This is an optimization exercise on Yosys and OpenROAD, whose aim is small area, a short achievable clock period and few clock cycles per item, not a production implementation. Where RTL was checked, it was by simulation tests only, not by an equivalence proof against the original.

indigo:
// configurable_dnn_accelerator
module configurable_dnn_accelerator (
    input clk,
    input rst_n,
    input start,
    input load_params,
    input [7:0] param_data,
    input [3:0] param_addr,       
    input param_valid,
    input [7:0] input_data_0,
    input [7:0] input_data_1,
    input [7:0] input_data_2,
    input [7:0] input_data_3,
    output [15:0] output_data_0,
    output [15:0] output_data_1,
    output reg done,
    output reg valid,
    output reg params_loaded
);
clock: 9.0 ns
lec_check: 0
abc_clock_period_in_ps: 6000
cap_margin: 20
core_margin: 2
core_utilization: 40
setup_slack_margin: 1.0
slew_margin: 20
synth_hierarchical: 1
standard.sh (not shown) runs the stock make flow with config.mk's settings and CLKGATE_MAP_FILE= SYNTH_SCRIPT=/design/flow/synth_recipe.tcl, a recipe that flattens the netlist after the stock synthesis.
==> flow/flow/run.sh <==
#!/bin/bash
# Layout: the standard flow (standard.sh, unchanged synthesis, floorplan,
# power grid, placement, CTS and routing), with one change: the port buffers
# that global placement inserts are sky130_fd_sc_hd__buf_4 cells.  Left to
# itself buffer_ports picks clkdlybuf4s50_1, a delay cell, and the timing
# repair (footprint-matched on sky130hd) cannot swap it for a faster buffer.
# Every input and output port still gets its buffer.
set -euo pipefail
export BUFFER_PORTS_ARGS="-buffer_cell sky130_fd_sc_hd__buf_4"
bash standard.sh > standard.log 2>&1
[inputs] zinc vs indigo
- ABC_CLOCK_PERIOD_IN_PS now 1500, was 6000
- SETUP_SLACK_MARGIN now 1.5, was 1.0
## What came out
zinc completed; timing, DRC and antenna clean
The clock insertion delay at the later pin of the skew report on zinc is in line with that on indigo.
As far as clock tree buffer depth goes, indigo and zinc are indistinguishable; the numbers are identical.
Going from indigo to zinc, the final critical-path setup slack was found to have gone up by 170 ps.
No functional check of the RTL was part of any run of this note.

========
configurable_dnn_accelerator, a different RTL version from the one above (not shown whole).
For scale: ~3200 cells after synthesis, about 260 flip-flops, ~84 I/O pins, ~0.039 mm2 of cells after synthesis.
clock: 9.0 ns
lec_check: 0
abc_clock_period_in_ps: 6000
cap_margin: 20
core_margin: 2
core_utilization: 40
setup_slack_margin: 1.0
slew_margin: 20
synth_hierarchical: 1
run.sh (not shown) runs the stock make flow with config.mk's settings and CLKGATE_MAP_FILE= SYNTH_SCRIPT=/design/flow/synth_recipe.tcl, a recipe that flattens the netlist after the stock synthesis.
Stock flow here: none of the scripts above is used.
Testbench counts at the start, summed over its fixed seeds: cycles 1,016, inferences 512.
==> next run, changes <==
- ABC_CLOCK_PERIOD_IN_PS: 6000 -> not set
- SETUP_SLACK_MARGIN: 1.0 -> not set
Outcome: The new run finished with timing, DRC and antenna clean; design area falls by 1.5%; count of clock-buffer cells in the layout does not change; setup slack is worse by 0.56 ns; final cell count came out lower by 0.66%; core utilization falls by 0.66 points; fmax went down by 6.4%.
==> next run, changes <==
==> flow/flow/run.sh (new file) <==
#!/bin/bash
# Layout: the standard flow (standard.sh, unchanged synthesis, floorplan,
# power grid, placement, CTS and routing), with one change: the port buffers
# that global placement inserts are sky130_fd_sc_hd__buf_4 cells.  Left to
# itself buffer_ports picks clkdlybuf4s50_1, a delay cell, and the timing
# repair (footprint-matched on sky130hd) cannot swap it for a faster buffer.
# Every input and output port still gets its buffer.
set -euo pipefail
export BUFFER_PORTS_ARGS="-buffer_cell sky130_fd_sc_hd__buf_4"
bash standard.sh > standard.log 2>&1
==> flow/standard.sh (new file) <==
#!/bin/bash
# synth_recipe.tcl (not shown) runs the flow's synth.tcl, then flattens the netlist and writes it again
# the make line also repeats each setting of config.mk as NAME=value (left out here)
make -C /OpenROAD-flow-scripts/flow DESIGN_CONFIG=/design/flow/config.mk WORK_HOME=/design/flow/orfs CLKGATE_MAP_FILE= SYNTH_SCRIPT=/design/flow/synth_recipe.tcl "${@:-finish}"
- ABC_CLOCK_PERIOD_IN_PS: not set -> 6000
- CORE_UTILIZATION: 40 -> 60
- PLACE_DENSITY: not set -> 0.75
- SETUP_SLACK_MARGIN: not set -> 1.5
removed: flow/run.sh
Effect: The new run finished clean; wire length came out lower by 1.1%; cell area came out lower by 0.65%; hold slack improved by 0.012 ns; count of clock-buffer cells in the layout came out lower by 1.
==> next run, changes <==
==> flow/run.sh (new file) <==
#!/bin/bash
# synth_recipe.tcl (not shown) runs the flow's synth.tcl, then flattens the netlist and writes it again
# the make line also repeats each setting of config.mk as NAME=value (left out here)
make -C /OpenROAD-flow-scripts/flow DESIGN_CONFIG=/design/flow/config.mk WORK_HOME=/design/flow/orfs CLKGATE_MAP_FILE= SYNTH_SCRIPT=/design/flow/synth_recipe.tcl finish
- ABC_CLOCK_PERIOD_IN_PS: 6000 -> 5000
- CORE_UTILIZATION: 60 -> 40
- PLACE_DENSITY: 0.75 -> not set
- SETUP_SLACK_MARGIN: 1.5 -> 2.0
removed: flow/flow/run.sh
removed: flow/standard.sh
After rerunning: The changed run produced a clean layout. Clock skew shrinks by 0.034 ns. Core utilization went down by 19 points. Clock-buffer cell count stays the same. Routed wire length grows by roughly a tenth. Non-clock buffer count climbs by 154. Global-route usage drops by 10 points. Final cell count came out higher by about a fifth. Worst hold slack loses 0.044 ns. Flip-flop and latch count stays the same. Sequential share of layout area is lower by 1.3 points. Critical path depth does not change.
==> next run, changes <==
==> flow/flow/run.sh (new file) <==
#!/bin/bash
# Layout: the standard flow (standard.sh, unchanged synthesis, floorplan,
# power grid, placement, CTS and routing), with one change: the port buffers
# that global placement inserts are sky130_fd_sc_hd__buf_4 cells.  Left to
# itself buffer_ports picks clkdlybuf4s50_1, a delay cell, and the timing
# repair (footprint-matched on sky130hd) cannot swap it for a faster buffer.
# Every input and output port still gets its buffer.
set -euo pipefail
export BUFFER_PORTS_ARGS="-buffer_cell sky130_fd_sc_hd__buf_4"
bash standard.sh > standard.log 2>&1
==> flow/standard.sh (new file) <==
#!/bin/bash
# synth_recipe.tcl (not shown) runs the flow's synth.tcl, then flattens the netlist and writes it again
# the make line also repeats each setting of config.mk as NAME=value (left out here)
make -C /OpenROAD-flow-scripts/flow DESIGN_CONFIG=/design/flow/config.mk WORK_HOME=/design/flow/orfs CLKGATE_MAP_FILE= SYNTH_SCRIPT=/design/flow/synth_recipe.tcl "${@:-finish}"
- ABC_CLOCK_PERIOD_IN_PS: 5000 -> 6000
- CAP_MARGIN: 20 -> 0
- SETUP_SLACK_MARGIN: 2.0 -> 1.5
- SLEW_MARGIN: 20 -> 0
removed: flow/run.sh
Effect: Core utilization shrinks by 3.1 points; via count shrinks by a few percent; wire length shrinks by a little under a tenth; register-to-register slack gets better by 0.05 ns.

========
sierra:
configurable_dnn_accelerator again, from the RTL that the note above started with.
clock: 9.0 ns
lec_check: 0
abc_clock_period_in_ps: 6000
cap_margin: 20
core_margin: 2
core_utilization: 40
setup_slack_margin: 1.0
slew_margin: 20
synth_hierarchical: 1
standard.sh (not shown) runs the stock make flow with config.mk's settings and CLKGATE_MAP_FILE= SYNTH_SCRIPT=/design/flow/synth_recipe.tcl, a recipe that flattens the netlist after the stock synthesis.
==> flow/flow/run.sh <==
#!/bin/bash
# Layout: the standard flow (standard.sh, unchanged synthesis, floorplan,
# power grid, placement, CTS and routing), with one change: the port buffers
# that global placement inserts are sky130_fd_sc_hd__buf_4 cells.  Left to
# itself buffer_ports picks clkdlybuf4s50_1, a delay cell, and the timing
# repair (footprint-matched on sky130hd) cannot swap it for a faster buffer.
# Every input and output port still gets its buffer.
set -euo pipefail
export BUFFER_PORTS_ARGS="-buffer_cell sky130_fd_sc_hd__buf_4"
bash standard.sh > standard.log 2>&1
The flow did not stop early for sierra: all stages ran, and the layout cleared the timing, design-rule and antenna checks.
Testbench counts of sierra, summed over its fixed seeds: cycles 1,016, inferences 512.
Edits applied to the flow inputs when going from sierra to cedar:
Settings: SETUP_SLACK_MARGIN: 1.0 -> 0.5.
Results
[compare] base=sierra new=cedar: logic depth of the worst path, buffers included went down 2, flip-flop and latch count has remained practically unchanged, layout overhead on the synthesized area down 2.5 points, number of distinct library cells after synthesis barely changed. Between sierra and cedar, amount of wire on met2 after detailed routing decreased. After detailed routing, sierra needs more wire than cedar. In the tables for cedar and sierra, final cell area excluding filler cells reads higher with sierra. Clock tree cell share of total cell area essentially unchanged between cedar and sierra.
> inputs changed (cedar -> lagoon)
Settings: swapping 0.5 for 1.5 in SETUP_SLACK_MARGIN.
==> comparison <==
The standard cells in lagoon occupy more silicon area than those in cedar do. Slew at the pin closest to its max-slew limit: lower on cedar. lagoon vs. cedar: final worst slack increased by 0.41 ns relative to the old numbers.
Input-level comparison between juniper and lagoon:
Settings: swapping 1.5 for 1.0 in SETUP_SLACK_MARGIN.
==> flow/flow/run.sh <==
#!/bin/bash
# Layout: the standard flow (standard.sh, unchanged synthesis, floorplan,
# power grid, placement, CTS and routing), with one change: the port buffers
# that global placement inserts are sky130_fd_sc_hd__buf_2 cells.  Left to
# itself buffer_ports picks clkdlybuf4s50_1, a delay cell, and the timing
# repair (footprint-matched on sky130hd) cannot swap it for a faster buffer.
# Every input and output port still gets its buffer.
set -euo pipefail
export BUFFER_PORTS_ARGS="-buffer_cell sky130_fd_sc_hd__buf_2"
bash standard.sh > standard.log 2>&1
Findings:
juniper | status: complete | timing, DRC, antenna: pass. lagoon → juniper: cell count of the worst reg-to-reg path shows a reduction of 1, via density per instance shows a reduction of 0.66%, multi-input gate share of the layout cell area shows an increase of 0.27 points. The number of non-filler instances in the completed layout on lagoon is in line with that on juniper. Lower count of clock buffers in the final design was reported by juniper, not lagoon. Diff lagoon -> juniper: highest clock frequency the design can meet down 0.86%; setup slack of the critical path after layout has decreased; post-cts gate resize count decreased 44%; routed wire length -0.95%.
Setup changes, juniper to xenon
Settings: setting CTS_CLUSTER_DIAMETER to 50 for the first time; setting CTS_CLUSTER_SIZE to 20 for the first time.
==> flow/flow/run.sh <==
#!/bin/bash
# Layout: the standard flow (standard.sh, unchanged synthesis, floorplan,
# power grid, placement, CTS and routing), with one change: the port buffers
# that global placement inserts are sky130_fd_sc_hd__buf_4 cells.  Left to
# itself buffer_ports picks clkdlybuf4s50_1, a delay cell, and the timing
# repair (footprint-matched on sky130hd) cannot swap it for a faster buffer.
# Every input and output port still gets its buffer.
set -euo pipefail
export BUFFER_PORTS_ARGS="-buffer_cell sky130_fd_sc_hd__buf_4"
bash standard.sh > standard.log 2>&1
Findings:
- On clock-pin slew on the worst setup and hold paths, juniper and xenon are basically level.
- Going from juniper to xenon, the met1 usage was found to have gone up by 0.59 points.
- Taking juniper as the reference, in xenon fill cell instance count of the final layout was more or less identical, number of stages on the worst setup path went down by 1.
- From juniper to xenon the numbers moved as follows: sequential share of layout area shows no meaningful change, data-path buffer share of cell area in the final layout shows an increase of 0.22 points, total number of vias shows no meaningful change.

========
configurable_dnn_accelerator, a different RTL version from the one above (not shown whole).
Size in the first run: about 3000 cells after synthesis, about 260 flip-flops, about 0.037 mm2 of cells after synthesis.
Settings: LEC_CHECK=0, ABC_CLOCK_PERIOD_IN_PS=6000, CAP_MARGIN=20, CORE_MARGIN=2, CORE_UTILIZATION=40, SETUP_SLACK_MARGIN=1.0, SLEW_MARGIN=20, SYNTH_HIERARCHICAL=1; clock period 9.0 ns.
==> flow/flow/run.sh <==
#!/bin/bash
# Layout: the standard flow (standard.sh, unchanged synthesis, floorplan,
# power grid, placement, CTS and routing), with one change: the port buffers
# that global placement inserts are sky130_fd_sc_hd__buf_4 cells.  Left to
# itself buffer_ports picks clkdlybuf4s50_1, a delay cell, and the timing
# repair (footprint-matched on sky130hd) cannot swap it for a faster buffer.
# Every input and output port still gets its buffer.
set -euo pipefail
export BUFFER_PORTS_ARGS="-buffer_cell sky130_fd_sc_hd__buf_4"
bash standard.sh > standard.log 2>&1
The first run finished clean.
Testbench counts at the start, summed over its fixed seeds: cycles 1,016, inferences 512.
==> next run, changes <==
- CAP_MARGIN: 20 -> 0
- SLEW_MARGIN: 20 -> 0
Outcome: Sequential share of layout area does not change. Via count does not change.

[separate check: timing with driven ports]
Ports are ideal in the flow. The routed layouts listed here were re-timed in OpenROAD.
Step 1, drivers: a clkbuf_16 drives clk and a buf_2 each remaining input, both assumed.
Step 2, shift: input delay + t, output delay - t, t = (earliest + latest rising clock arrival at the registers) / 2. This alone moves slack from input paths to output paths.
Slacks: no drivers / after step 1 / after step 2; pairs: no drivers / after step 1.
| run | t, ns | setup slack, ns | hold slack, ns |
|---|---|---|---|
| indigo | 0.627 | 1.045 / 0.982 / 0.694 | 0.467 / 0.467 / 0.467 |
| zinc | 0.629 | 1.210 / 1.147 / 1.016 | 0.461 / 0.461 / 0.461 |
| the first run of note 2 | 0.665 | 0.846 / 0.784 / 0.597 | 0.489 / 0.489 / 0.489 |
| the second run of note 2 | 0.671 | 0.284 / 0.222 / 0.431 | 0.489 / 0.489 / 0.489 |
| the third run of note 2 | 0.685 | 1.036 / 0.973 / 1.087 | 0.501 / 0.501 / 0.501 |
| the fourth run of note 2 | 0.694 | 0.955 / 0.889 / 1.355 | 0.456 / 0.456 / 0.456 |
| the fifth run of note 2 | 0.670 | 1.110 / 1.040 / 1.077 | 0.488 / 0.488 / 0.488 |
| sierra | 0.687 | 1.051 / 0.983 / 1.009 | 0.486 / 0.486 / 0.486 |
| cedar | 0.681 | 0.666 / 0.602 / 1.006 | 0.488 / 0.488 / 0.488 |
| lagoon | 0.671 | 1.078 / 1.012 / 1.135 | 0.466 / 0.466 / 0.466 |
| juniper | 0.667 | 1.009 / 0.943 / 0.830 | 0.488 / 0.488 / 0.488 |
| xenon | 0.704 | 1.032 / 0.967 / 1.015 | 0.485 / 0.485 / 0.485 |
| the first run of note 4 | 0.631 | 1.199 / 1.135 / 0.744 | 0.468 / 0.468 / 0.468 |
| the second run of note 4 | 0.631 | 1.199 / 1.135 / 0.744 | 0.468 / 0.468 / 0.468 |
After both steps every run listed still meets setup and hold.
